Source: an optimization exercise on an open RTL-to-GDS flow (aim: small area, a short achievable clock period and few clock cycles per item). Production flows keep margins and buffers that such runs may drop. In this exercise RTL edits were held to simulation tests only and were not proved equivalent to the original. Power is estimated from default activity; no workload was simulated.

`config.mk`:
```
export PLATFORM = sky130hd
export DESIGN_NAME = axis_gain_wrapper
export DESIGN_NICKNAME = axis_gain_wrapper
export VERILOG_FILES = /design/flow/design.v
export SDC_FILE = /design/flow/constraint.sdc
export NUM_CORES = 4
export LEC_CHECK = 0
export ABC_AREA = 1
export CAP_MARGIN = 20
export CORE_MARGIN = 2
export CORE_UTILIZATION = 40
export CTS_BUF_LIST = sky130_fd_sc_hd__clkbuf_8
export CTS_CLUSTER_DIAMETER = 60
export CTS_CLUSTER_SIZE = 14
export SETUP_SLACK_MARGIN = 4.35
export SLEW_MARGIN = 20
```
`constraint.sdc`:
```
create_clock -name core_clock -period 8.0 [get_ports {aclk}]
set_input_delay 1.6000 -clock core_clock [delete_from_list [all_inputs] [get_ports {aclk}]]
set_output_delay 1.6000 -clock core_clock [all_outputs]
set_load 0.01 [all_outputs]
```
`design.v`:
```
`timescale 1ns / 1ps
module gain_core_s1 (
    input  wire [15:0] d,
    input  wire [23:0] bg,      
    output wire [19:0] ra,
    output wire [19:0] rb,
    output wire [2:0]  cin      
);
    wire neg0 = bg[2];
    wire two0 = bg[1];
    wire one0 = bg[0];
    wire neg1 = bg[5];
    wire two1 = bg[4];
    wire one1 = bg[3];
    wire neg2 = bg[8];
    wire two2 = bg[7];
    wire one2 = bg[6];
    wire neg3 = bg[11];
    wire two3 = bg[10];
    wire one3 = bg[9];
    wire neg4 = bg[14];
    wire two4 = bg[13];
    wire one4 = bg[12];
    wire neg5 = bg[17];
    wire two5 = bg[16];
    wire one5 = bg[15];
    wire neg6 = bg[20];
    wire two6 = bg[19];
    wire one6 = bg[18];
    wire neg7 = bg[23];
    wire two7 = bg[22];
    wire one7 = bg[21];
    wire [16:0] dx = {d[15], d};
    wire pp0_0 = (one0 & dx[0]) ^ neg0;
    wire pp0_1 = ((one0 & dx[1]) | (two0 & dx[0])) ^ neg0;
    wire pp0_2 = ((one0 & dx[2]) | (two0 & dx[1])) ^ neg0;
    wire pp0_3 = ((one0 & dx[3]) | (two0 & dx[2])) ^ neg0;
    wire pp0_4 = ((one0 & dx[4]) | (two0 & dx[3])) ^ neg0;
    wire pp0_5 = ((one0 & dx[5]) | (two0 & dx[4])) ^ neg0;
    wire pp0_6 = ((one0 & dx[6]) | (two0 & dx[5])) ^ neg0;
    wire pp0_7 = ((one0 & dx[7]) | (two0 & dx[6])) ^ neg0;
    wire pp0_8 = ((one0 & dx[8]) | (two0 & dx[7])) ^ neg0;
    wire pp0_9 = ((one0 & dx[9]) | (two0 & dx[8])) ^ neg0;
    wire pp0_10 = ((one0 & dx[10]) | (two0 & dx[9])) ^ neg0;
    wire pp0_11 = ((one0 & dx[11]) | (two0 & dx[10])) ^ neg0;
    wire pp0_12 = ((one0 & dx[12]) | (two0 & dx[11])) ^ neg0;
    wire pp0_13 = ((one0 & dx[13]) | (two0 & dx[12])) ^ neg0;
    wire pp0_14 = ((one0 & dx[14]) | (two0 & dx[13])) ^ neg0;
    wire pp0_15 = ((one0 & dx[15]) | (two0 & dx[14])) ^ neg0;
    wire pp0_16 = ~(((one0 & dx[16]) | (two0 & dx[15])) ^ neg0);
    wire pp1_0 = (one1 & dx[0]) ^ neg1;
    wire pp1_1 = ((one1 & dx[1]) | (two1 & dx[0])) ^ neg1;
    wire pp1_2 = ((one1 & dx[2]) | (two1 & dx[1])) ^ neg1;
    wire pp1_3 = ((one1 & dx[3]) | (two1 & dx[2])) ^ neg1;
    wire pp1_4 = ((one1 & dx[4]) | (two1 & dx[3])) ^ neg1;
    wire pp1_5 = ((one1 & dx[5]) | (two1 & dx[4])) ^ neg1;
    wire pp1_6 = ((one1 & dx[6]) | (two1 & dx[5])) ^ neg1;
    wire pp1_7 = ((one1 & dx[7]) | (two1 & dx[6])) ^ neg1;
    wire pp1_8 = ((one1 & dx[8]) | (two1 & dx[7])) ^ neg1;
    wire pp1_9 = ((one1 & dx[9]) | (two1 & dx[8])) ^ neg1;
    wire pp1_10 = ((one1 & dx[10]) | (two1 & dx[9])) ^ neg1;
    wire pp1_11 = ((one1 & dx[11]) | (two1 & dx[10])) ^ neg1;
    wire pp1_12 = ((one1 & dx[12]) | (two1 & dx[11])) ^ neg1;
    wire pp1_13 = ((one1 & dx[13]) | (two1 & dx[12])) ^ neg1;
    wire pp1_14 = ((one1 & dx[14]) | (two1 & dx[13])) ^ neg1;
    wire pp1_15 = ((one1 & dx[15]) | (two1 & dx[14])) ^ neg1;
    wire pp1_16 = ~(((one1 & dx[16]) | (two1 & dx[15])) ^ neg1);
    wire pp2_0 = (one2 & dx[0]) ^ neg2;
    wire pp2_1 = ((one2 & dx[1]) | (two2 & dx[0])) ^ neg2;
    wire pp2_2 = ((one2 & dx[2]) | (two2 & dx[1])) ^ neg2;
    wire pp2_3 = ((one2 & dx[3]) | (two2 & dx[2])) ^ neg2;
    wire pp2_4 = ((one2 & dx[4]) | (two2 & dx[3])) ^ neg2;
    wire pp2_5 = ((one2 & dx[5]) | (two2 & dx[4])) ^ neg2;
    wire pp2_6 = ((one2 & dx[6]) | (two2 & dx[5])) ^ neg2;
    wire pp2_7 = ((one2 & dx[7]) | (two2 & dx[6])) ^ neg2;
    wire pp2_8 = ((one2 & dx[8]) | (two2 & dx[7])) ^ neg2;
    wire pp2_9 = ((one2 & dx[9]) | (two2 & dx[8])) ^ neg2;
    wire pp2_10 = ((one2 & dx[10]) | (two2 & dx[9])) ^ neg2;
    wire pp2_11 = ((one2 & dx[11]) | (two2 & dx[10])) ^ neg2;
    wire pp2_12 = ((one2 & dx[12]) | (two2 & dx[11])) ^ neg2;
    wire pp2_13 = ((one2 & dx[13]) | (two2 & dx[12])) ^ neg2;
    wire pp2_14 = ((one2 & dx[14]) | (two2 & dx[13])) ^ neg2;
    wire pp2_15 = ((one2 & dx[15]) | (two2 & dx[14])) ^ neg2;
    wire pp2_16 = ~(((one2 & dx[16]) | (two2 & dx[15])) ^ neg2);
    wire pp3_0 = (one3 & dx[0]) ^ neg3;
    wire pp3_1 = ((one3 & dx[1]) | (two3 & dx[0])) ^ neg3;
    wire pp3_2 = ((one3 & dx[2]) | (two3 & dx[1])) ^ neg3;
    wire pp3_3 = ((one3 & dx[3]) | (two3 & dx[2])) ^ neg3;
    wire pp3_4 = ((one3 & dx[4]) | (two3 & dx[3])) ^ neg3;
    wire pp3_5 = ((one3 & dx[5]) | (two3 & dx[4])) ^ neg3;
    wire pp3_6 = ((one3 & dx[6]) | (two3 & dx[5])) ^ neg3;
    wire pp3_7 = ((one3 & dx[7]) | (two3 & dx[6])) ^ neg3;
    wire pp3_8 = ((one3 & dx[8]) | (two3 & dx[7])) ^ neg3;
    wire pp3_9 = ((one3 & dx[9]) | (two3 & dx[8])) ^ neg3;
    wire pp3_10 = ((one3 & dx[10]) | (two3 & dx[9])) ^ neg3;
    wire pp3_11 = ((one3 & dx[11]) | (two3 & dx[10])) ^ neg3;
    wire pp3_12 = ((one3 & dx[12]) | (two3 & dx[11])) ^ neg3;
    wire pp3_13 = ((one3 & dx[13]) | (two3 & dx[12])) ^ neg3;
    wire pp3_14 = ((one3 & dx[14]) | (two3 & dx[13])) ^ neg3;
    wire pp3_15 = ((one3 & dx[15]) | (two3 & dx[14])) ^ neg3;
    wire pp3_16 = ~(((one3 & dx[16]) | (two3 & dx[15])) ^ neg3);
    wire pp4_0 = (one4 & dx[0]) ^ neg4;
    wire pp4_1 = ((one4 & dx[1]) | (two4 & dx[0])) ^ neg4;
    wire pp4_2 = ((one4 & dx[2]) | (two4 & dx[1])) ^ neg4;
    wire pp4_3 = ((one4 & dx[3]) | (two4 & dx[2])) ^ neg4;
    wire pp4_4 = ((one4 & dx[4]) | (two4 & dx[3])) ^ neg4;
    wire pp4_5 = ((one4 & dx[5]) | (two4 & dx[4])) ^ neg4;
    wire pp4_6 = ((one4 & dx[6]) | (two4 & dx[5])) ^ neg4;
    wire pp4_7 = ((one4 & dx[7]) | (two4 & dx[6])) ^ neg4;
    wire pp4_8 = ((one4 & dx[8]) | (two4 & dx[7])) ^ neg4;
    wire pp4_9 = ((one4 & dx[9]) | (two4 & dx[8])) ^ neg4;
    wire pp4_10 = ((one4 & dx[10]) | (two4 & dx[9])) ^ neg4;
    wire pp4_11 = ((one4 & dx[11]) | (two4 & dx[10])) ^ neg4;
    wire pp4_12 = ((one4 & dx[12]) | (two4 & dx[11])) ^ neg4;
    wire pp4_13 = ((one4 & dx[13]) | (two4 & dx[12])) ^ neg4;
    wire pp4_14 = ((one4 & dx[14]) | (two4 & dx[13])) ^ neg4;
    wire pp4_15 = ((one4 & dx[15]) | (two4 & dx[14])) ^ neg4;
    wire pp4_16 = ~(((one4 & dx[16]) | (two4 & dx[15])) ^ neg4);
    wire pp5_0 = (one5 & dx[0]) ^ neg5;
    wire pp5_1 = ((one5 & dx[1]) | (two5 & dx[0])) ^ neg5;
    wire pp5_2 = ((one5 & dx[2]) | (two5 & dx[1])) ^ neg5;
    wire pp5_3 = ((one5 & dx[3]) | (two5 & dx[2])) ^ neg5;
    wire pp5_4 = ((one5 & dx[4]) | (two5 & dx[3])) ^ neg5;
    wire pp5_5 = ((one5 & dx[5]) | (two5 & dx[4])) ^ neg5;
    wire pp5_6 = ((one5 & dx[6]) | (two5 & dx[5])) ^ neg5;
    wire pp5_7 = ((one5 & dx[7]) | (two5 & dx[6])) ^ neg5;
    wire pp5_8 = ((one5 & dx[8]) | (two5 & dx[7])) ^ neg5;
    wire pp5_9 = ((one5 & dx[9]) | (two5 & dx[8])) ^ neg5;
    wire pp5_10 = ((one5 & dx[10]) | (two5 & dx[9])) ^ neg5;
    wire pp5_11 = ((one5 & dx[11]) | (two5 & dx[10])) ^ neg5;
    wire pp5_12 = ((one5 & dx[12]) | (two5 & dx[11])) ^ neg5;
    wire pp5_13 = ((one5 & dx[13]) | (two5 & dx[12])) ^ neg5;
    wire pp5_14 = ((one5 & dx[14]) | (two5 & dx[13])) ^ neg5;
    wire pp5_15 = ((one5 & dx[15]) | (two5 & dx[14])) ^ neg5;
    wire pp5_16 = ~(((one5 & dx[16]) | (two5 & dx[15])) ^ neg5);
    wire pp6_0 = (one6 & dx[0]) ^ neg6;
    wire pp6_1 = ((one6 & dx[1]) | (two6 & dx[0])) ^ neg6;
    wire pp6_2 = ((one6 & dx[2]) | (two6 & dx[1])) ^ neg6;
    wire pp6_3 = ((one6 & dx[3]) | (two6 & dx[2])) ^ neg6;
    wire pp6_4 = ((one6 & dx[4]) | (two6 & dx[3])) ^ neg6;
    wire pp6_5 = ((one6 & dx[5]) | (two6 & dx[4])) ^ neg6;
    wire pp6_6 = ((one6 & dx[6]) | (two6 & dx[5])) ^ neg6;
    wire pp6_7 = ((one6 & dx[7]) | (two6 & dx[6])) ^ neg6;
    wire pp6_8 = ((one6 & dx[8]) | (two6 & dx[7])) ^ neg6;
    wire pp6_9 = ((one6 & dx[9]) | (two6 & dx[8])) ^ neg6;
    wire pp6_10 = ((one6 & dx[10]) | (two6 & dx[9])) ^ neg6;
    wire pp6_11 = ((one6 & dx[11]) | (two6 & dx[10])) ^ neg6;
    wire pp6_12 = ((one6 & dx[12]) | (two6 & dx[11])) ^ neg6;
    wire pp6_13 = ((one6 & dx[13]) | (two6 & dx[12])) ^ neg6;
    wire pp6_14 = ((one6 & dx[14]) | (two6 & dx[13])) ^ neg6;
    wire pp6_15 = ((one6 & dx[15]) | (two6 & dx[14])) ^ neg6;
    wire pp6_16 = ~(((one6 & dx[16]) | (two6 & dx[15])) ^ neg6);
    wire pp7_0 = (one7 & dx[0]) ^ neg7;
    wire pp7_1 = ((one7 & dx[1]) | (two7 & dx[0])) ^ neg7;
    wire pp7_2 = ((one7 & dx[2]) | (two7 & dx[1])) ^ neg7;
    wire pp7_3 = ((one7 & dx[3]) | (two7 & dx[2])) ^ neg7;
    wire pp7_4 = ((one7 & dx[4]) | (two7 & dx[3])) ^ neg7;
    wire pp7_5 = ((one7 & dx[5]) | (two7 & dx[4])) ^ neg7;
    wire pp7_6 = ((one7 & dx[6]) | (two7 & dx[5])) ^ neg7;
    wire pp7_7 = ((one7 & dx[7]) | (two7 & dx[6])) ^ neg7;
    wire pp7_8 = ((one7 & dx[8]) | (two7 & dx[7])) ^ neg7;
    wire pp7_9 = ((one7 & dx[9]) | (two7 & dx[8])) ^ neg7;
    wire pp7_10 = ((one7 & dx[10]) | (two7 & dx[9])) ^ neg7;
    wire pp7_11 = ((one7 & dx[11]) | (two7 & dx[10])) ^ neg7;
    wire pp7_12 = ((one7 & dx[12]) | (two7 & dx[11])) ^ neg7;
    wire pp7_13 = ((one7 & dx[13]) | (two7 & dx[12])) ^ neg7;
    wire pp7_14 = ((one7 & dx[14]) | (two7 & dx[13])) ^ neg7;
    wire pp7_15 = ((one7 & dx[15]) | (two7 & dx[14])) ^ neg7;
    wire pp7_16 = ~(((one7 & dx[16]) | (two7 & dx[15])) ^ neg7);
    wire s1, c2;
    assign s1 = pp0_10 ^ pp1_8;
    assign c2 = pp0_10 & pp1_8;
    wire s3, c4;
    assign s3 = pp0_11 ^ pp1_9 ^ pp2_7;
    assign c4 = (pp0_11 & pp1_9) | (pp2_7 & (pp0_11 ^ pp1_9));
    wire s5, c6;
    assign s5 = pp0_12 ^ pp1_10 ^ pp2_8;
    assign c6 = (pp0_12 & pp1_10) | (pp2_8 & (pp0_12 ^ pp1_10));
    wire s7, c8;
    assign s7 = pp3_6 ^ pp4_4;
    assign c8 = pp3_6 & pp4_4;
    wire s9, c10;
    assign s9 = pp0_13 ^ pp1_11 ^ pp2_9;
    assign c10 = (pp0_13 & pp1_11) | (pp2_9 & (pp0_13 ^ pp1_11));
    wire s11, c12;
    assign s11 = pp3_7 ^ pp4_5;
    assign c12 = pp3_7 & pp4_5;
    wire s13, c14;
    assign s13 = pp0_14 ^ pp1_12 ^ pp2_10;
    assign c14 = (pp0_14 & pp1_12) | (pp2_10 & (pp0_14 ^ pp1_12));
    wire s15, c16;
    assign s15 = pp3_8 ^ pp4_6 ^ pp5_4;
    assign c16 = (pp3_8 & pp4_6) | (pp5_4 & (pp3_8 ^ pp4_6));
    wire s17, c18;
    assign s17 = pp6_2 ^ pp7_0;
    assign c18 = pp6_2 & pp7_0;
    wire s19, c20;
    assign s19 = pp0_15 ^ pp1_13 ^ pp2_11;
    assign c20 = (pp0_15 & pp1_13) | (pp2_11 & (pp0_15 ^ pp1_13));
    wire s21, c22;
    assign s21 = pp3_9 ^ pp4_7 ^ pp5_5;
    assign c22 = (pp3_9 & pp4_7) | (pp5_5 & (pp3_9 ^ pp4_7));
    wire s23, c24;
    assign s23 = pp6_3 ^ pp7_1;
    assign c24 = pp6_3 & pp7_1;
    wire s25, c26;
    assign s25 = pp0_16 ^ pp1_14 ^ pp2_12;
    assign c26 = (pp0_16 & pp1_14) | (pp2_12 & (pp0_16 ^ pp1_14));
    wire s27, c28;
    assign s27 = pp3_10 ^ pp4_8 ^ pp5_6;
    assign c28 = (pp3_10 & pp4_8) | (pp5_6 & (pp3_10 ^ pp4_8));
    wire s29, c30;
    assign s29 = pp6_4 ^ pp7_2 ^ 1'b1;
    assign c30 = (pp6_4 & pp7_2) | (1'b1 & (pp6_4 ^ pp7_2));
    wire s31, c32;
    assign s31 = pp1_15 ^ pp2_13 ^ pp3_11;
    assign c32 = (pp1_15 & pp2_13) | (pp3_11 & (pp1_15 ^ pp2_13));
    wire s33, c34;
    assign s33 = pp4_9 ^ pp5_7 ^ pp6_5;
    assign c34 = (pp4_9 & pp5_7) | (pp6_5 & (pp4_9 ^ pp5_7));
    wire s35, c36;
    assign s35 = pp7_3 ^ 1'b1;
    assign c36 = pp7_3 & 1'b1;
    wire s37, c38;
    assign s37 = pp1_16 ^ pp2_14 ^ pp3_12;
    assign c38 = (pp1_16 & pp2_14) | (pp3_12 & (pp1_16 ^ pp2_14));
    wire s39, c40;
    assign s39 = pp4_10 ^ pp5_8 ^ pp6_6;
    assign c40 = (pp4_10 & pp5_8) | (pp6_6 & (pp4_10 ^ pp5_8));
    wire s41, c42;
    assign s41 = pp2_15 ^ pp3_13 ^ pp4_11;
    assign c42 = (pp2_15 & pp3_13) | (pp4_11 & (pp2_15 ^ pp3_13));
    wire s43, c44;
    assign s43 = pp5_9 ^ pp6_7;
    assign c44 = pp5_9 & pp6_7;
    wire s45, c46;
    assign s45 = pp2_16 ^ pp3_14 ^ pp4_12;
    assign c46 = (pp2_16 & pp3_14) | (pp4_12 & (pp2_16 ^ pp3_14));
    wire s47, c48;
    assign s47 = pp3_15 ^ pp4_13;
    assign c48 = pp3_15 & pp4_13;
    wire s49, c50;
    assign s49 = pp0_6 ^ pp1_4;
    assign c50 = pp0_6 & pp1_4;
    wire s51, c52;
    assign s51 = pp0_7 ^ pp1_5;
    assign c52 = pp0_7 & pp1_5;
    wire s53, c54;
    assign s53 = pp0_8 ^ pp1_6 ^ pp2_4;
    assign c54 = (pp0_8 & pp1_6) | (pp2_4 & (pp0_8 ^ pp1_6));
    wire s55, c56;
    assign s55 = pp3_2 ^ pp4_0;
    assign c56 = pp3_2 & pp4_0;
    wire s57, c58;
    assign s57 = pp0_9 ^ pp1_7 ^ pp2_5;
    assign c58 = (pp0_9 & pp1_7) | (pp2_5 & (pp0_9 ^ pp1_7));
    wire s59, c60;
    assign s59 = pp3_3 ^ pp4_1;
    assign c60 = pp3_3 & pp4_1;
    wire s61, c62;
    assign s61 = s1 ^ pp2_6 ^ pp3_4;
    assign c62 = (s1 & pp2_6) | (pp3_4 & (s1 ^ pp2_6));
    wire s63, c64;
    assign s63 = pp4_2 ^ pp5_0 ^ neg5;
    assign c64 = (pp4_2 & pp5_0) | (neg5 & (pp4_2 ^ pp5_0));
    wire s65, c66;
    assign s65 = c2 ^ s3 ^ pp3_5;
    assign c66 = (c2 & s3) | (pp3_5 & (c2 ^ s3));
    wire s67, c68;
    assign s67 = pp4_3 ^ pp5_1 ^ 1'b1;
    assign c68 = (pp4_3 & pp5_1) | (1'b1 & (pp4_3 ^ pp5_1));
    wire s69, c70;
    assign s69 = c4 ^ s5 ^ s7;
    assign c70 = (c4 & s5) | (s7 & (c4 ^ s5));
    wire s71, c72;
    assign s71 = pp5_2 ^ pp6_0 ^ neg6;
    assign c72 = (pp5_2 & pp6_0) | (neg6 & (pp5_2 ^ pp6_0));
    wire s73, c74;
    assign s73 = c6 ^ c8 ^ s9;
    assign c74 = (c6 & c8) | (s9 & (c6 ^ c8));
    wire s75, c76;
    assign s75 = s11 ^ pp5_3 ^ pp6_1;
    assign c76 = (s11 & pp5_3) | (pp6_1 & (s11 ^ pp5_3));
    wire s77, c78;
    assign s77 = c10 ^ c12 ^ s13;
    assign c78 = (c10 & c12) | (s13 & (c10 ^ c12));
    wire s79, c80;
    assign s79 = s15 ^ s17 ^ neg7;
    assign c80 = (s15 & s17) | (neg7 & (s15 ^ s17));
    wire s81, c82;
    assign s81 = c14 ^ c16 ^ c18;
    assign c82 = (c14 & c16) | (c18 & (c14 ^ c16));
    wire s83, c84;
    assign s83 = s19 ^ s21 ^ s23;
    assign c84 = (s19 & s21) | (s23 & (s19 ^ s21));
    wire s85, c86;
    assign s85 = c20 ^ c22 ^ c24;
    assign c86 = (c20 & c22) | (c24 & (c20 ^ c22));
    wire s87, c88;
    assign s87 = s25 ^ s27 ^ s29;
    assign c88 = (s25 & s27) | (s29 & (s25 ^ s27));
    wire s89, c90;
    assign s89 = c26 ^ c28 ^ c30;
    assign c90 = (c26 & c28) | (c30 & (c26 ^ c28));
    wire s91, c92;
    assign s91 = s31 ^ s33 ^ s35;
    assign c92 = (s31 & s33) | (s35 & (s31 ^ s33));
    wire s93, c94;
    assign s93 = c32 ^ c34 ^ c36;
    assign c94 = (c32 & c34) | (c36 & (c32 ^ c34));
    wire s95, c96;
    assign s95 = s37 ^ s39 ^ pp7_4;
    assign c96 = (s37 & s39) | (pp7_4 & (s37 ^ s39));
    wire s97, c98;
    assign s97 = c38 ^ c40 ^ s41;
    assign c98 = (c38 & c40) | (s41 & (c38 ^ c40));
    wire s99, c100;
    assign s99 = s43 ^ pp7_5 ^ 1'b1;
    assign c100 = (s43 & pp7_5) | (1'b1 & (s43 ^ pp7_5));
    wire s101, c102;
    assign s101 = c42 ^ c44 ^ s45;
    assign c102 = (c42 & c44) | (s45 & (c42 ^ c44));
    wire s103, c104;
    assign s103 = pp5_10 ^ pp6_8 ^ pp7_6;
    assign c104 = (pp5_10 & pp6_8) | (pp7_6 & (pp5_10 ^ pp6_8));
    wire s105, c106;
    assign s105 = c46 ^ s47 ^ pp5_11;
    assign c106 = (c46 & s47) | (pp5_11 & (c46 ^ s47));
    wire s107, c108;
    assign s107 = pp6_9 ^ pp7_7 ^ 1'b1;
    assign c108 = (pp6_9 & pp7_7) | (1'b1 & (pp6_9 ^ pp7_7));
    wire s109, c110;
    assign s109 = c48 ^ pp3_16 ^ pp4_14;
    assign c110 = (c48 & pp3_16) | (pp4_14 & (c48 ^ pp3_16));
    wire s111, c112;
    assign s111 = pp5_12 ^ pp6_10 ^ pp7_8;
    assign c112 = (pp5_12 & pp6_10) | (pp7_8 & (pp5_12 ^ pp6_10));
    wire s113, c114;
    assign s113 = pp4_15 ^ pp5_13 ^ pp6_11;
    assign c114 = (pp4_15 & pp5_13) | (pp6_11 & (pp4_15 ^ pp5_13));
    wire s115, c116;
    assign s115 = pp7_9 ^ 1'b1;
    assign c116 = pp7_9 & 1'b1;
    wire s117, c118;
    assign s117 = pp4_16 ^ pp5_14 ^ pp6_12;
    assign c118 = (pp4_16 & pp5_14) | (pp6_12 & (pp4_16 ^ pp5_14));
    wire s119, c120;
    assign s119 = pp5_15 ^ pp6_13;
    assign c120 = pp5_15 & pp6_13;
    wire s121, c122;
    assign s121 = pp0_4 ^ pp1_2;
    assign c122 = pp0_4 & pp1_2;
    wire s123, c124;
    assign s123 = pp0_5 ^ pp1_3;
    assign c124 = pp0_5 & pp1_3;
    wire s125, c126;
    assign s125 = s49 ^ pp2_2 ^ pp3_0;
    assign c126 = (s49 & pp2_2) | (pp3_0 & (s49 ^ pp2_2));
    wire s127, c128;
    assign s127 = c50 ^ s51 ^ pp2_3;
    assign c128 = (c50 & s51) | (pp2_3 & (c50 ^ s51));
    wire s129, c130;
    assign s129 = c52 ^ s53 ^ s55;
    assign c130 = (c52 & s53) | (s55 & (c52 ^ s53));
    wire s131, c132;
    assign s131 = c54 ^ c56 ^ s57;
    assign c132 = (c54 & c56) | (s57 & (c54 ^ c56));
    wire s133, c134;
    assign s133 = c58 ^ c60 ^ s61;
    assign c134 = (c58 & c60) | (s61 & (c58 ^ c60));
    wire s135, c136;
    assign s135 = c62 ^ c64 ^ s65;
    assign c136 = (c62 & c64) | (s65 & (c62 ^ c64));
    wire s137, c138;
    assign s137 = c66 ^ c68 ^ s69;
    assign c138 = (c66 & c68) | (s69 & (c66 ^ c68));
    wire s139, c140;
    assign s139 = c70 ^ c72 ^ s73;
    assign c140 = (c70 & c72) | (s73 & (c70 ^ c72));
    wire s141, c142;
    assign s141 = c74 ^ c76 ^ s77;
    assign c142 = (c74 & c76) | (s77 & (c74 ^ c76));
    wire s143, c144;
    assign s143 = c78 ^ c80 ^ s81;
    assign c144 = (c78 & c80) | (s81 & (c78 ^ c80));
    wire s145, c146;
    assign s145 = c82 ^ c84 ^ s85;
    assign c146 = (c82 & c84) | (s85 & (c82 ^ c84));
    wire s147, c148;
    assign s147 = c86 ^ c88 ^ s89;
    assign c148 = (c86 & c88) | (s89 & (c86 ^ c88));
    wire s149, c150;
    assign s149 = c90 ^ c92 ^ s93;
    assign c150 = (c90 & c92) | (s93 & (c90 ^ c92));
    wire s151, c152;
    assign s151 = c94 ^ c96 ^ s97;
    assign c152 = (c94 & c96) | (s97 & (c94 ^ c96));
    wire s153, c154;
    assign s153 = c98 ^ c100 ^ s101;
    assign c154 = (c98 & c100) | (s101 & (c98 ^ c100));
    wire s155, c156;
    assign s155 = c102 ^ c104 ^ s105;
    assign c156 = (c102 & c104) | (s105 & (c102 ^ c104));
    wire s157, c158;
    assign s157 = c106 ^ c108 ^ s109;
    assign c158 = (c106 & c108) | (s109 & (c106 ^ c108));
    wire s159, c160;
    assign s159 = c110 ^ c112 ^ s113;
    assign c160 = (c110 & c112) | (s113 & (c110 ^ c112));
    wire s161, c162;
    assign s161 = c114 ^ c116 ^ s117;
    assign c162 = (c114 & c116) | (s117 & (c114 ^ c116));
    wire s163, c164;
    assign s163 = c118 ^ s119 ^ pp7_11;
    assign c164 = (c118 & s119) | (pp7_11 & (c118 ^ s119));
    wire s165, c166;
    assign s165 = c120 ^ pp5_16 ^ pp6_14;
    assign c166 = (c120 & pp5_16) | (pp6_14 & (c120 ^ pp5_16));
    wire s167, c168;
    assign s167 = pp6_15 ^ pp7_13;
    assign c168 = pp6_15 & pp7_13;
    wire s169, c170;
    assign s169 = pp0_2 ^ pp1_0;
    assign c170 = pp0_2 & pp1_0;
    wire s171, c172;
    assign s171 = pp0_3 ^ pp1_1;
    assign c172 = pp0_3 & pp1_1;
    wire s173, c174;
    assign s173 = s121 ^ pp2_0 ^ neg2;
    assign c174 = (s121 & pp2_0) | (neg2 & (s121 ^ pp2_0));
    wire s175, c176;
    assign s175 = c122 ^ s123 ^ pp2_1;
    assign c176 = (c122 & s123) | (pp2_1 & (c122 ^ s123));
    wire s177, c178;
    assign s177 = c124 ^ s125 ^ neg3;
    assign c178 = (c124 & s125) | (neg3 & (c124 ^ s125));
    wire s179, c180;
    assign s179 = c126 ^ s127 ^ pp3_1;
    assign c180 = (c126 & s127) | (pp3_1 & (c126 ^ s127));
    wire s181, c182;
    assign s181 = c128 ^ s129 ^ neg4;
    assign c182 = (c128 & s129) | (neg4 & (c128 ^ s129));
    wire s183, c184;
    assign s183 = c130 ^ s131 ^ s59;
    assign c184 = (c130 & s131) | (s59 & (c130 ^ s131));
    wire s185, c186;
    assign s185 = c132 ^ s133 ^ s63;
    assign c186 = (c132 & s133) | (s63 & (c132 ^ s133));
    wire s187, c188;
    assign s187 = c134 ^ s135 ^ s67;
    assign c188 = (c134 & s135) | (s67 & (c134 ^ s135));
    wire s189, c190;
    assign s189 = c136 ^ s137 ^ s71;
    assign c190 = (c136 & s137) | (s71 & (c136 ^ s137));
    wire s191, c192;
    assign s191 = c138 ^ s139 ^ s75;
    assign c192 = (c138 & s139) | (s75 & (c138 ^ s139));
    wire s193, c194;
    assign s193 = c140 ^ s141 ^ s79;
    assign c194 = (c140 & s141) | (s79 & (c140 ^ s141));
    wire s195, c196;
    assign s195 = c142 ^ s143 ^ s83;
    assign c196 = (c142 & s143) | (s83 & (c142 ^ s143));
    wire s197, c198;
    assign s197 = c144 ^ s145 ^ s87;
    assign c198 = (c144 & s145) | (s87 & (c144 ^ s145));
    wire s199, c200;
    assign s199 = c146 ^ s147 ^ s91;
    assign c200 = (c146 & s147) | (s91 & (c146 ^ s147));
    wire s201, c202;
    assign s201 = c148 ^ s149 ^ s95;
    assign c202 = (c148 & s149) | (s95 & (c148 ^ s149));
    wire s203, c204;
    assign s203 = c150 ^ s151 ^ s99;
    assign c204 = (c150 & s151) | (s99 & (c150 ^ s151));
    wire s205, c206;
    assign s205 = c152 ^ s153 ^ s103;
    assign c206 = (c152 & s153) | (s103 & (c152 ^ s153));
    wire s207, c208;
    assign s207 = c154 ^ s155 ^ s107;
    assign c208 = (c154 & s155) | (s107 & (c154 ^ s155));
    wire s209, c210;
    assign s209 = c156 ^ s157 ^ s111;
    assign c210 = (c156 & s157) | (s111 & (c156 ^ s157));
    wire s211, c212;
    assign s211 = c158 ^ s159 ^ s115;
    assign c212 = (c158 & s159) | (s115 & (c158 ^ s159));
    wire s213, c214;
    assign s213 = c160 ^ s161 ^ pp7_10;
    assign c214 = (c160 & s161) | (pp7_10 & (c160 ^ s161));
    wire s215, c216;
    assign s215 = c162 ^ s163 ^ 1'b1;
    assign c216 = (c162 & s163) | (1'b1 & (c162 ^ s163));
    wire s217, c218;
    assign s217 = c164 ^ s165 ^ pp7_12;
    assign c218 = (c164 & s165) | (pp7_12 & (c164 ^ s165));
    wire s219, c220;
    assign s219 = c166 ^ s167 ^ 1'b1;
    assign c220 = (c166 & s167) | (1'b1 & (c166 ^ s167));
    wire s221, c222;
    assign s221 = c168 ^ pp6_16 ^ pp7_14;
    assign c222 = (c168 & pp6_16) | (pp7_14 & (c168 ^ pp6_16));
    wire s223, c224;
    assign s223 = pp7_15 ^ 1'b1;
    assign c224 = pp7_15 & 1'b1;
    wire [11:0] la = {c186, c184, c182, c180, c178, c176, c174, c172, c170, s169, pp0_1, pp0_0};
    wire [11:0] lb = {s187, s185, s183, s181, s179, s177, s175, s173, s171, neg1, 1'b0, neg0};
    wire lgi0 = la[0] & lb[0];
    wire lpi0 = la[0] ^ lb[0];
    wire lgi1 = la[1] & lb[1];
    wire lpi1 = la[1] ^ lb[1];
    wire lgi2 = la[2] & lb[2];
    wire lpi2 = la[2] ^ lb[2];
    wire lgi3 = la[3] & lb[3];
    wire lpi3 = la[3] ^ lb[3];
    wire lgi4 = la[4] & lb[4];
    wire lpi4 = la[4] ^ lb[4];
    wire lgi5 = la[5] & lb[5];
    wire lpi5 = la[5] ^ lb[5];
    wire lgi6 = la[6] & lb[6];
    wire lpi6 = la[6] ^ lb[6];
    wire lgi7 = la[7] & lb[7];
    wire lpi7 = la[7] ^ lb[7];
    wire lgi8 = la[8] & lb[8];
    wire lpi8 = la[8] ^ lb[8];
    wire lgi9 = la[9] & lb[9];
    wire lpi9 = la[9] ^ lb[9];
    wire qgu0_1 = lgi1 | (lpi1 & lgi0);
    wire qgu0_3 = lgi3 | (lpi3 & lgi2);
    wire qpu0_3 = lpi3 & lpi2;
    wire qgu0_5 = lgi5 | (lpi5 & lgi4);
    wire qpu0_5 = lpi5 & lpi4;
    wire qgu0_7 = lgi7 | (lpi7 & lgi6);
    wire qpu0_7 = lpi7 & lpi6;
    wire qgu0_9 = lgi9 | (lpi9 & lgi8);
    wire qpu0_9 = lpi9 & lpi8;
    wire qgu1_3 = qgu0_3 | (qpu0_3 & qgu0_1);
    wire qgu1_7 = qgu0_7 | (qpu0_7 & qgu0_5);
    wire qpu1_7 = qpu0_7 & qpu0_5;
    wire qgu2_7 = qgu1_7 | (qpu1_7 & qgu1_3);
    wire qgd6_5 = qgu0_5 | (qpu0_5 & qgu1_3);
    wire qgd6_9 = qgu0_9 | (qpu0_9 & qgu2_7);
    wire qgd7_2 = lgi2 | (lpi2 & qgu0_1);
    wire qgd7_4 = lgi4 | (lpi4 & qgu1_3);
    wire qgd7_6 = lgi6 | (lpi6 & qgd6_5);
    wire qgd7_8 = lgi8 | (lpi8 & qgu2_7);
    assign cin[0] = qgd6_9;
    wire [1:0] lg = la[11:10] & lb[11:10];
    wire [1:0] lp = la[11:10] ^ lb[11:10];
    assign cin[1] = lg[1] | (lp[1] & lg[0]);
    assign cin[2] = &lp;
    assign ra = {1'b1, c224, c222, c220, c218, c216, c214, c212, c210, c208, c206, c204, c202, c200, c198, c196, c194, c192, c190, c188};
    assign rb = {1'b0, pp7_16, s223, s221, s219, s217, s215, s213, s211, s209, s207, s205, s203, s201, s199, s197, s195, s193, s191, s189};
endmodule
module gain_recode (
    input  wire [15:0] g,
    output wire [23:0] bg
);
    assign bg[2] = g[1];
    assign bg[1] = ((g[1] & ~g[0] & ~1'b0) | (~g[1] & g[0] & 1'b0));
    assign bg[0] = (g[0] ^ 1'b0);
    assign bg[5] = g[3];
    assign bg[4] = ((g[3] & ~g[2] & ~g[1]) | (~g[3] & g[2] & g[1]));
    assign bg[3] = (g[2] ^ g[1]);
    assign bg[8] = g[5];
    assign bg[7] = ((g[5] & ~g[4] & ~g[3]) | (~g[5] & g[4] & g[3]));
    assign bg[6] = (g[4] ^ g[3]);
    assign bg[11] = g[7];
    assign bg[10] = ((g[7] & ~g[6] & ~g[5]) | (~g[7] & g[6] & g[5]));
    assign bg[9] = (g[6] ^ g[5]);
    assign bg[14] = g[9];
    assign bg[13] = ((g[9] & ~g[8] & ~g[7]) | (~g[9] & g[8] & g[7]));
    assign bg[12] = (g[8] ^ g[7]);
    assign bg[17] = g[11];
    assign bg[16] = ((g[11] & ~g[10] & ~g[9]) | (~g[11] & g[10] & g[9]));
    assign bg[15] = (g[10] ^ g[9]);
    assign bg[20] = g[13];
    assign bg[19] = ((g[13] & ~g[12] & ~g[11]) | (~g[13] & g[12] & g[11]));
    assign bg[18] = (g[12] ^ g[11]);
    assign bg[23] = g[15];
    assign bg[22] = ((g[15] & ~g[14] & ~g[13]) | (~g[15] & g[14] & g[13]));
    assign bg[21] = (g[14] ^ g[13]);
endmodule
module gain_core_s2 (
    input  wire [19:0] ra,
    input  wire [19:0] rb,
    input  wire [2:0]  cin,
    output wire [15:0] data_o
);
    wire c = cin[1] | (cin[2] & cin[0]);
    wire g0 = ra[0] & rb[0];
    wire p0 = ra[0] ^ rb[0];
    wire g1 = ra[1] & rb[1];
    wire p1 = ra[1] ^ rb[1];
    wire g2 = ra[2] & rb[2];
    wire p2 = ra[2] ^ rb[2];
    wire g3 = ra[3] & rb[3];
    wire p3 = ra[3] ^ rb[3];
    wire g4 = ra[4] & rb[4];
    wire p4 = ra[4] ^ rb[4];
    wire g5 = ra[5] & rb[5];
    wire p5 = ra[5] ^ rb[5];
    wire g6 = ra[6] & rb[6];
    wire p6 = ra[6] ^ rb[6];
    wire g7 = ra[7] & rb[7];
    wire p7 = ra[7] ^ rb[7];
    wire g8 = ra[8] & rb[8];
    wire p8 = ra[8] ^ rb[8];
    wire g9 = ra[9] & rb[9];
    wire p9 = ra[9] ^ rb[9];
    wire g10 = ra[10] & rb[10];
    wire p10 = ra[10] ^ rb[10];
    wire g11 = ra[11] & rb[11];
    wire p11 = ra[11] ^ rb[11];
    wire g12 = ra[12] & rb[12];
    wire p12 = ra[12] ^ rb[12];
    wire g13 = ra[13] & rb[13];
    wire p13 = ra[13] ^ rb[13];
    wire g14 = ra[14] & rb[14];
    wire p14 = ra[14] ^ rb[14];
    wire g15 = ra[15] & rb[15];
    wire p15 = ra[15] ^ rb[15];
    wire g16 = ra[16] & rb[16];
    wire p16 = ra[16] ^ rb[16];
    wire g17 = ra[17] & rb[17];
    wire p17 = ra[17] ^ rb[17];
    wire g18 = ra[18] & rb[18];
    wire p18 = ra[18] ^ rb[18];
    wire g19 = ra[19] & rb[19];
    wire p19 = ra[19] ^ rb[19];
    wire kgu0_1 = g0 | (p0 & c);
    wire kgu0_3 = g2 | (p2 & g1);
    wire kpu0_3 = p2 & p1;
    wire kgu0_5 = g4 | (p4 & g3);
    wire kpu0_5 = p4 & p3;
    wire kgu0_7 = g6 | (p6 & g5);
    wire kpu0_7 = p6 & p5;
    wire kgu0_9 = g8 | (p8 & g7);
    wire kpu0_9 = p8 & p7;
    wire kgu0_11 = g10 | (p10 & g9);
    wire kpu0_11 = p10 & p9;
    wire kgu0_13 = g12 | (p12 & g11);
    wire kpu0_13 = p12 & p11;
    wire kgu0_15 = g14 | (p14 & g13);
    wire kpu0_15 = p14 & p13;
    wire kgu0_17 = g16 | (p16 & g15);
    wire kpu0_17 = p16 & p15;
    wire kgu0_19 = g18 | (p18 & g17);
    wire kpu0_19 = p18 & p17;
    wire kgu1_3 = kgu0_3 | (kpu0_3 & kgu0_1);
    wire kgu1_7 = kgu0_7 | (kpu0_7 & kgu0_5);
    wire kpu1_7 = kpu0_7 & kpu0_5;
    wire kgu1_11 = kgu0_11 | (kpu0_11 & kgu0_9);
    wire kpu1_11 = kpu0_11 & kpu0_9;
    wire kgu1_15 = kgu0_15 | (kpu0_15 & kgu0_13);
    wire kpu1_15 = kpu0_15 & kpu0_13;
    wire kgu1_19 = kgu0_19 | (kpu0_19 & kgu0_17);
    wire kpu1_19 = kpu0_19 & kpu0_17;
    wire kgu2_7 = kgu1_7 | (kpu1_7 & kgu1_3);
    wire kgu2_15 = kgu1_15 | (kpu1_15 & kgu1_11);
    wire kpu2_15 = kpu1_15 & kpu1_11;
    wire kgu3_15 = kgu2_15 | (kpu2_15 & kgu2_7);
    wire kgd7_11 = kgu1_11 | (kpu1_11 & kgu2_7);
    wire kgd7_19 = kgu1_19 | (kpu1_19 & kgu3_15);
    wire kgd8_5 = kgu0_5 | (kpu0_5 & kgu1_3);
    wire kgd8_9 = kgu0_9 | (kpu0_9 & kgu2_7);
    wire kgd8_13 = kgu0_13 | (kpu0_13 & kgd7_11);
    wire kgd8_17 = kgu0_17 | (kpu0_17 & kgu3_15);
    wire kgd9_2 = g1 | (p1 & kgu0_1);
    wire kgd9_4 = g3 | (p3 & kgu1_3);
    wire kgd9_6 = g5 | (p5 & kgd8_5);
    wire kgd9_8 = g7 | (p7 & kgu2_7);
    wire kgd9_10 = g9 | (p9 & kgd8_9);
    wire kgd9_12 = g11 | (p11 & kgd7_11);
    wire kgd9_14 = g13 | (p13 & kgd8_13);
    wire kgd9_16 = g15 | (p15 & kgu3_15);
    wire kgd9_18 = g17 | (p17 & kgd8_17);
    wire kgd9_20 = g19 | (p19 & kgd7_19);
    wire [19:0] r;
    assign r[0] = p0 ^ c;
    assign r[1] = p1 ^ kgu0_1;
    assign r[2] = p2 ^ kgd9_2;
    assign r[3] = p3 ^ kgu1_3;
    assign r[4] = p4 ^ kgd9_4;
    assign r[5] = p5 ^ kgd8_5;
    assign r[6] = p6 ^ kgd9_6;
    assign r[7] = p7 ^ kgu2_7;
    assign r[8] = p8 ^ kgd9_8;
    assign r[9] = p9 ^ kgd8_9;
    assign r[10] = p10 ^ kgd9_10;
    assign r[11] = p11 ^ kgd7_11;
    assign r[12] = p12 ^ kgd9_12;
    assign r[13] = p13 ^ kgd8_13;
    assign r[14] = p14 ^ kgd9_14;
    assign r[15] = p15 ^ kgu3_15;
    assign r[16] = p16 ^ kgd9_16;
    assign r[17] = p17 ^ kgd8_17;
    assign r[18] = p18 ^ kgd9_18;
    assign r[19] = p19 ^ kgd7_19;
    wire ovf = ~(&r[19:15] | ~|r[19:15]);
    assign data_o = ovf ? {r[19], {15{~r[19]}}} : r[15:0];
endmodule
module gain_core (
    input  wire [15:0] data_i,
    input  wire [15:0] gain_i,
    output wire [15:0] data_o
);
    wire [19:0] ra, rb;
    wire [2:0] cin;
    wire [23:0] bg;
    gain_recode  u_rc (.g(gain_i), .bg(bg));
    gain_core_s1 u_s1 (.d(data_i), .bg(bg), .ra(ra), .rb(rb), .cin(cin));
    gain_core_s2 u_s2 (.ra(ra), .rb(rb), .cin(cin), .data_o(data_o));
endmodule
`timescale 1ns / 1ps
module axis_gain_wrapper #(
    parameter integer C_S_AXI_DATA_WIDTH = 32,
    parameter integer C_S_AXI_ADDR_WIDTH = 4,
    parameter integer AUDIO_WIDTH        = 16,
    parameter integer GAIN_FBITS         = 12
)(
    input  wire aclk,
    input  wire aresetn,
    input  wire [31:0] s_axis_tdata,
    input  wire        s_axis_tlast,
    input  wire        s_axis_tvalid,
    output wire        s_axis_tready,
    output wire [31:0] m_axis_tdata,
    output wire        m_axis_tlast,
    output wire        m_axis_tvalid,
    input  wire        m_axis_tready,
    input  wire [C_S_AXI_ADDR_WIDTH-1:0] s_axi_awaddr,
    input  wire                          s_axi_awvalid,
    output wire                          s_axi_awready,
    input  wire [C_S_AXI_DATA_WIDTH-1:0] s_axi_wdata,
    input  wire [3:0]                    s_axi_wstrb,
    input  wire                          s_axi_wvalid,
    output wire                          s_axi_wready,
    output wire [1:0]                    s_axi_bresp,
    output reg                           s_axi_bvalid,
    input  wire                          s_axi_bready,
    input  wire [C_S_AXI_ADDR_WIDTH-1:0] s_axi_araddr,
    input  wire                          s_axi_arvalid,
    output wire                          s_axi_arready,
    output reg  [C_S_AXI_DATA_WIDTH-1:0] s_axi_rdata,
    output wire [1:0]                    s_axi_rresp,
    output reg                           s_axi_rvalid,
    input  wire                          s_axi_rready
);
    reg [31:0] reg_control;
    reg [31:0] reg_gain_l;
    reg [31:0] reg_gain_r;
    reg        wack;       
    reg [2:0]  rsel;       
    assign s_axi_awready = wack;
    assign s_axi_wready  = wack;
    assign s_axi_bresp   = 2'b00;
    assign s_axi_rresp   = 2'b00;
    assign s_axi_arready = !s_axi_rvalid;
    wire wgo = s_axi_awvalid && s_axi_wvalid && !wack && !s_axi_bvalid && !s_axi_rvalid;
    wire [1:0] addr_w = s_axi_awaddr[3:2];
    wire [31:0] wd_ctl = s_axi_wdata & {32{aresetn}};
    wire [31:0] wd_gn  = {wd_ctl[31:13], s_axi_wdata[12] | !aresetn, wd_ctl[11:0]};
    wire we_ctl = (wgo && addr_w == 2'd0) || !aresetn;
    wire we_gl  = (wgo && addr_w == 2'd1) || !aresetn;
    wire we_gr  = (wgo && addr_w == 2'd2) || !aresetn;
    always @(posedge aclk) begin
        if (we_ctl) reg_control <= wd_ctl;
        if (we_gl)  reg_gain_l  <= wd_gn;
        if (we_gr)  reg_gain_r  <= wd_gn;
    end
    always @(posedge aclk) begin
        if (!aresetn) begin
            wack         <= 1'b0;
            s_axi_bvalid <= 1'b0;
        end else begin
            wack <= wgo;
            if (wack)
                s_axi_bvalid <= 1'b1;
            else if (s_axi_bready)
                s_axi_bvalid <= 1'b0;
        end
    end
    wire rgo = s_axi_arvalid && !s_axi_rvalid;
    always @(posedge aclk) begin
        if (!aresetn) begin
            s_axi_rvalid <= 1'b0;
        end else begin
            if (rgo)
                s_axi_rvalid <= 1'b1;
            else if (s_axi_rready)
                s_axi_rvalid <= 1'b0;
        end
    end
    always @(posedge aclk) begin
        if (rgo) begin
            rsel[0] <= s_axi_araddr[3:2] == 2'd0;
            rsel[1] <= s_axi_araddr[3:2] == 2'd1;
            rsel[2] <= s_axi_araddr[3:2] == 2'd2;
        end
    end
    always @* begin
        s_axi_rdata = ({32{rsel[0]}} & reg_control) |
                      ({32{rsel[1]}} & reg_gain_l) |
                      ({32{rsel[2]}} & reg_gain_r);
    end
    reg        v0, l0;
    reg [31:0] d0;
    reg [23:0] b0l, b0r;              
    reg        v1, l1;
    reg [19:0] ral, rbl, rar, rbr;    
    reg [2:0]  cil, cir;      
    reg        v2, l2;
    reg [31:0] o2;
    wire ce = m_axis_tready || !v2;
    assign s_axis_tready = ce;
    assign m_axis_tvalid = v2;
    assign m_axis_tlast  = l2;
    assign m_axis_tdata  = o2;
    wire [15:0] gl = reg_control[0] ? reg_gain_l[15:0] : 16'h1000;
    wire [15:0] gr = reg_control[0] ? reg_gain_r[15:0] : 16'h1000;
    wire [23:0] bgl, bgr;
    gain_recode u_rc_l (.g(gl), .bg(bgl));
    gain_recode u_rc_r (.g(gr), .bg(bgr));
    wire [19:0] ral_d, rbl_d, rar_d, rbr_d;
    wire [2:0]  cil_d, cir_d;
    wire [15:0] ol_d, or_d;
    gain_core_s1 u_s1_l (.d(d0[15:0]),  .bg(b0l), .ra(ral_d), .rb(rbl_d), .cin(cil_d));
    gain_core_s1 u_s1_r (.d(d0[31:16]), .bg(b0r), .ra(rar_d), .rb(rbr_d), .cin(cir_d));
    gain_core_s2 u_s2_l (.ra(ral), .rb(rbl), .cin(cil), .data_o(ol_d));
    gain_core_s2 u_s2_r (.ra(rar), .rb(rbr), .cin(cir), .data_o(or_d));
    always @(posedge aclk) begin
        if (ce) begin
            d0  <= s_axis_tdata;
            l0  <= s_axis_tlast;
            b0l <= bgl;
            b0r <= bgr;
            ral <= ral_d;
            rbl <= rbl_d;
            cil <= cil_d;
            rar <= rar_d;
            rbr <= rbr_d;
            cir <= cir_d;
            l1  <= l0;
            o2  <= {or_d, ol_d};
            l2  <= l1;
        end
    end
    always @(posedge aclk) begin
        if (!aresetn) begin
            v0 <= 1'b0;
            v1 <= 1'b0;
            v2 <= 1'b0;
        end else if (ce) begin
            v0 <= s_axis_tvalid;
            v1 <= v0;
            v2 <= v1;
        end
    end
endmodule
```
`flow/run.sh`:
```
#!/bin/bash
# Standard layout with two changes:
#  - the port buffers use the smallest buffer cell;
#  - m_axis_tready and s_axis_tready sit next to each other (flow/io.tcl);
#  - after the standard synthesis, flow/flip_fa.py removes inverters around
#    full adders (a full adder is self-dual, so some adders take the
#    complements of their inputs instead); registers are not touched.
# Each step's output goes to its own log file in this folder.
set -euo pipefail
export BUFFER_PORTS_ARGS="-buffer_cell sky130_fd_sc_hd__buf_1"
export IO_CONSTRAINTS="$PWD/flow/io.tcl"
RES=orfs/results/sky130hd/axis_gain_wrapper/base
bash standard.sh synth > synth_flow.log 2>&1
cp "$RES/1_2_yosys.v" synth_netlist_standard.v
python3 flow/flip_fa.py synth_netlist_standard.v "$RES/1_2_yosys.v" > flip_fa.log 2>&1
touch "$RES/1_2_yosys.v"
bash standard.sh > layout_flow.log 2>&1
```
`flow/flip_fa.py`:
```
#!/usr/bin/env python3
"""Post-synthesis clean-up of inverters around full adders.

A full adder is self-dual: FA(~a, ~b, ~c) = (~sum, ~cout). Synthesis often
leaves inverters between full adders. This script chooses a set of full
adders to "flip" (feed them the complements of their inputs; their outputs
then carry the complements of the original values) so that fewer signals
need an inverted copy, then rebuilds the inverters: one inverter per signal
that some input needs inverted. Registers and all other cells are left as
they are; the logic function of every register input and output port is
unchanged.

usage: flip_fa.py IN.v OUT.v
"""
import re, sys, collections

OUTP = {'X', 'Y', 'Q', 'Q_N', 'SUM', 'COUT', 'HI', 'LO'}

def is_inv(t):
    return re.match(r'sky130_fd_sc_hd__(inv|clkinv)_\d+$', t) is not None

def is_fa(t):
    return re.match(r'sky130_fd_sc_hd__fa_\d+$', t) is not None

def norm(n):
    return n.strip()

def emit_net(n):
    return n + ' ' if n.startswith('\\') else n

def main():
    src, dst = sys.argv[1], sys.argv[2]
    text = open(src).read()
    cell_re = re.compile(r'^  (sky130_fd_sc_hd__\w+) (\S+)\s+\((.*?)\n  \);\n', re.S | re.M)
    cells = []
    first = None; last = None
    for m in cell_re.finditer(text):
        if first is None: first = m.start()
        last = m.end()
        pins = [(p, norm(n)) for p, n in re.findall(r'\.(\w+)\(([^()]*)\)', m.group(3))]
        cells.append([m.group(1), m.group(2), pins])
    head, tail = text[:first], text[last:]
    assert tail.strip().startswith('endmodule'), 'unexpected netlist layout'
    assert 'assign' not in head and 'assign' not in tail, 'assign statements not handled'
    # port bits
    ports = set()
    for kind, rng, names in re.findall(r'^\s*(input|output|inout)\s*(\[[^\]]*\])?\s*([^;]*);', head, re.M):
        for nm in names.split(','):
            nm = nm.strip()
            if rng:
                hi, lo = [int(x) for x in rng[1:-1].split(':')]
                for b in range(min(hi, lo), max(hi, lo) + 1):
                    ports.add(f'{nm}[{b}]')
            ports.add(nm)
    drv = {}
    for i, (t, nm, pins) in enumerate(cells):
        for p, n in pins:
            if p in OUTP:
                drv[n] = (i, p)
    removable = [is_inv(t) and dict(pins)['Y'] not in ports for t, nm, pins in cells]
    fa = [is_fa(t) for t, nm, pins in cells]

    def root(n):
        par = 0
        while n in drv and removable[drv[n][0]]:
            n = dict(cells[drv[n][0]][2])['A']
            par ^= 1
        return n, par

    # consumer pins: (cell, pin index, root, parity)
    cons = collections.defaultdict(list)
    for i, (t, nm, pins) in enumerate(cells):
        if removable[i]: continue
        for k, (p, n) in enumerate(pins):
            if p in OUTP: continue
            r, q = root(n)
            cons[r].append((i, k, q))

    def rdrv(r):
        if r in drv and fa[drv[r][0]]:
            return drv[r][0]
        return None

    flip = [0] * len(cells)

    def need(r):
        d = rdrv(r)
        fd = flip[d] if d is not None else 0
        return any(q ^ fd ^ (flip[i] if fa[i] else 0) for i, k, q in cons[r])

    touch = collections.defaultdict(set)
    for r, lst in cons.items():
        for i, k, q in lst:
            touch[i].add(r)
        d = rdrv(r)
        if d is not None:
            touch[d].add(r)
    before = sum(need(r) for r in cons)
    improved = True
    while improved:
        improved = False
        for i in range(len(cells)):
            if not fa[i]: continue
            rs = touch[i]
            b = sum(need(r) for r in rs)
            flip[i] ^= 1
            a = sum(need(r) for r in rs)
            if a < b:
                improved = True
            else:
                flip[i] ^= 1
    after = sum(need(r) for r in cons)

    # the outputs of flipped adders now carry complemented values: rename them
    ren = {}
    for i in range(len(cells)):
        if flip[i]:
            for k, (p, n) in enumerate(cells[i][2]):
                if p in OUTP:
                    assert n not in ports
                    ren[n] = f'_ff{len(ren)}_'
                    cells[i][2][k] = (p, ren[n])
    # rebuild
    invnet = {}
    newcells = []
    wires = []
    for r in sorted(cons):
        if need(r):
            n = f'_fi{len(invnet)}_'
            invnet[r] = n
            wires.append(f'  wire {n};\n')
            newcells.append(f'  sky130_fd_sc_hd__inv_1 _fic{len(newcells)}_ (\n    .A({emit_net(ren.get(r, r))}),\n    .Y({n})\n  );\n')
    for r, lst in cons.items():
        d = rdrv(r)
        fd = flip[d] if d is not None else 0
        for i, k, q in lst:
            par = q ^ fd ^ (flip[i] if fa[i] else 0)
            p, n = cells[i][2][k]
            cells[i][2][k] = (p, invnet[r] if par else ren.get(r, r))
    # drop declarations of wires no cell uses any more (the removed inverters' outputs)
    used = set()
    for i, (t, nm, pins) in enumerate(cells):
        if removable[i]: continue
        for p, n in pins:
            used.add(n)
            used.add(re.sub(r'\[\d+\]$', '', n))
    def keep(line):
        m = re.match(r'^  wire (\S+) ?;$', line)
        if not m: return True
        return m.group(1) in used or m.group(1) in ports
    head = '\n'.join(l for l in head.split('\n') if keep(l))
    out = [head.rstrip('\n') + '\n']
    out.extend(wires)
    out.extend(f'  wire {n};\n' for n in ren.values())
    for i, (t, nm, pins) in enumerate(cells):
        if removable[i]: continue
        body = ',\n'.join(f'    .{p}({emit_net(n)})' for p, n in pins)
        out.append(f'  {t} {emit_net(nm)} (\n{body}\n  );\n')
    out.extend(newcells)
    out.append(tail)
    open(dst, 'w').write(''.join(out))
    nrem = sum(removable)
    sys.stderr.write(f'flip_fa: removed {nrem} inverters, added {len(newcells)}; '
                     f'flipped {sum(flip)} of {sum(fa)} full adders '
                     f'(inverted signals {before} -> {after})\n')

main()
```
`flow/io.tcl`:
```
# Keep the two ready pins of the stream side by side: s_axis_tready is a
# combinational function of m_axis_tready (the only input-to-output path).
set_io_pin_constraint -group -order -pin_names {m_axis_tready s_axis_tready}
```
`standard.sh`:
```
#!/bin/bash
# synth_recipe.tcl (not shown) runs the flow's synth.tcl, then flattens the netlist and writes it again
# the make line also repeats each setting of config.mk as NAME=value (left out here)
make -C /OpenROAD-flow-scripts/flow DESIGN_CONFIG=/design/flow/config.mk WORK_HOME=/design/flow/orfs CLKGATE_MAP_FILE= SYNTH_SCRIPT=/design/flow/synth_recipe.tcl "${@:-finish}"
```
==> flow_summary.json <==
{
  "status": "finished clean",
  "start_util": 0.403,
  "kind_of_cell_adding_the_most_delay_to_the_critical_path": "adder cells",
  "synthCells": 2059,
  "grt_max_degree": 148,
  "synth.cell_area_mm2": 0.0221,
  "crit_path_max_incr_delay_ps": 560,
  "timing.max_slew.rel_slack": 0.429,
  "wire_length_reported_by_the_detailed_router_um": 52200,
  "htreeDepth": 2,
  "syn2layout_area_growth_pct": 11.5,
  "worst_setup_path_end_kind": "register",
  "grt_first_pass_wirelength_um": 84100,
  "fmax_ghz": 0.273,
  "numCtsBuffers": 37,
  "reg2regPathDepth": 9,
  "layout_commonest_cell": "nand2_1",
  "crit_path_max_fo": 8,
  "rsz0062_at_grt": "yes",
  "via_count": 15182,
  "transition_time_at_the_pin_with_the_least_slew_margin_ps": 857,
  "via_density_per_instance": 5.15,
  "worstPathRequired_ps": 8370,
  "route.detailed.drc": 0,
  "hold_crit_depth": 0,
  "routed_wire_length_per_instance_um": 17.7,
  "antenna_violating_nets_post_route": 0,
  "globalplace.congestion": 0.890,
  "final_layout_size_suffix_gt1_frac": 0.101,
  "clockRootBuffer": "clkbuf_8",
  "finish.utilization": 0.449,
  "timing.final.max_slew_violations": 0,
  "drt_first_pass_iters": 5,
  "max-vdd-ir-drop_v": 0.000160,
  "postCtsHoldBufs": 0,
  "detail_route.iter0.violations": 972,
  "setup.worst_path.class": "register to register",
  "overflow": 0,
  "gr-usage-all-layers": 0.185,
  "placed_cells_incl_taps": 2816,
  "power-per-cell-area_mw_per_mm2": 323,
  "timing.setup.tns_ps": 0,
  "cts_tree": "yes",
  "crit_top_cell": "fa_1",
  "io_pins": 162,
  "synthesis.yosys.warnings": 1,
  "clk_pin_slew_worst_setup_hold_paths_ps": 70,
  "worst-path-stages": 9,
  "post_synth.cell_area_avg_um2": 10.7,
  "port_buffers": 149,
  "numClockSinks": 302,
  "p_leak_nw": 10.9,
  "buffer_depth_of_the_longest_clock_path": 3,
  "placementRows": 86,
  "maxCapViolCount": 0,
  "core_region_area_mm2": 0.0549,
  "die_h_um": 239,
  "die-area_mm2": 0.0572,
  "ratio_of_final_minimum_period_to_clock_period": 0.457,
  "arrival_ps": 4020,
  "cp.buffers_inverters": 2,
  "setup_viol_count_final": 0,
  "final.fill_count": 5154,
  "crit_path_top_delay_cell": "fa_1",
  "setup.worst_path.start_class": "register",
  "dp.final_hpwl_um": 36500,
  "min-delay-path-class": "register to register",
  "first_global_vias": 15536,
  "nets": 2589,
  "grt_antenna_before_repair": 7,
  "worst_hold_slack_after_final_layout_ps": 419,
  "crit_path_cell_trace": "inv_1, xor2_1, fa_1, inv_2, fa_1, fa_1, fa_1, ha_1, a21o_1",
  "dieWidth_um": 239,
  "clk-insertion-delay-late_ps": 630,
  "final-hold-violation-count": 0,
  "worst_clock_skew_ps": 56.8,
  "final.min_clock_period_ps": 3660,
  "layout.cells.most_common_list": "nand2_1, edfxtp_1, inv_1, xor2_1, o22ai_1",
  "finish.cell_count_without_fillers": 2948
}
## layer usage
layer / up-vias / wire length, um / global-route usage
met5: - / 43 / 0
li1: 7187 / - / -
met1: 7316 / 23100 / 0.254
met3: 102 / 4230 / 0.0471
met2: 571 / 23300 / 0.285
met4: 6 / 1520 / 0.0678
## what timing repair did
| item | 4_1_cts | 5_1_grt |
|---|---|---|
| setup buffers | 46 | 18 |
| resized for setup | 29 | 26 |
| setup endpoints to repair | 70 | 23 |
| pin swaps | 2 | 5 |
## registers in the layout, summed over array words and instances, names as in the netlist, 19 cells and up
register,cells
d0,32
rbl,19
ral,19
rbr,19
reg_gain_l,32
reg_control,32
reg_gain_r,32
rar,19
o2,32
b0r,24
b0l,24
## final timing paths
path                    startpoint               end  slack [ps]
setup / recovery  b0l[8]$_DFFE_PP_  cil[1]$_DFFE_PP_        4340
hold reg to reg       l1$_DFFE_PP_      l2$_DFFE_PP_         420
hold / removal        l1$_DFFE_PP_      l2$_DFFE_PP_         420
setup reg to reg  b0l[8]$_DFFE_PP_  cil[1]$_DFFE_PP_        4340
## layout make-up
type	count	area, um2	share of cell area
Clock buffer	37	509	0.0207
Timing Repair Buffer	223	1150	0.0465
Clock inverter	26	216	0.00878
Inverter	316	1330	0.0539
Sequential cell	302	9010	0.365
Tap cell	704	881	0.0357
Antenna cell	5	12.5	0.000507
Multi-Input combinational cell	1335	11600	0.469
## metrics by stage
stage / instance area (um2) / setup slack (ps) / total power, mW
4_1_cts: 24400 / 4320 / 8.04
3_3_place_gp: 23200 / 3820 / 6.72
6_report: 24700 / 4340 / 7.96
5_1_grt: 24600 / 4230 / 8.81
3_5_place_dp: 23200 / 3780 / 6.84
2_1_floorplan: 22200 / 2460 / 5.79
## worst register-to-register path: stages, from the launching register on
cell      delay [ps]
edfxtp_1         380
inv_1            360
xor2_1           160
fa_1             560
inv_2             50
fa_1             520
fa_1             420
fa_1             500
ha_1             310
a21o_1           160
## power breakdown
part           switching, mW  total (mW)  internal, mW  leakage [nW]
sequential             0.196        2.63          2.44          3.19
clock                  0.645        1.11         0.470         0.374
combinational           2.44        4.21          1.77          7.38
total                   3.28        7.96          4.68          10.9
Testbench counts, summed over its fixed seeds: cycles 16,480, samples 16,384.

## what the ideal ports hide
In the flow no input, the clock included, has a driving cell. The finished layout below was timed again as built, in two steps. Step 1, drivers: a clkbuf_16 drives aclk and a buf_2 each remaining input, both assumed. Step 2 also shifts input and output timing later by t, the mid clock arrival at the registers, as if the neighbouring blocks saw the same clock. a / b / c = ideal ports / drivers / drivers and shift; a / b = the first two.
shift t [ns]: 0.659
slack for setup (ns): 4.343 / 4.313 / 4.313
clock arrival spread, ns: 0.057 / 0.057
slew at the worst register clock pin (ns): 0.10 / 0.10
worst slew at a driven data input, ns: 0.09
After both steps this run still meets setup and hold. The setup slack of this run moves by -0.030 ns with the drivers and by -0.030 ns with both steps.
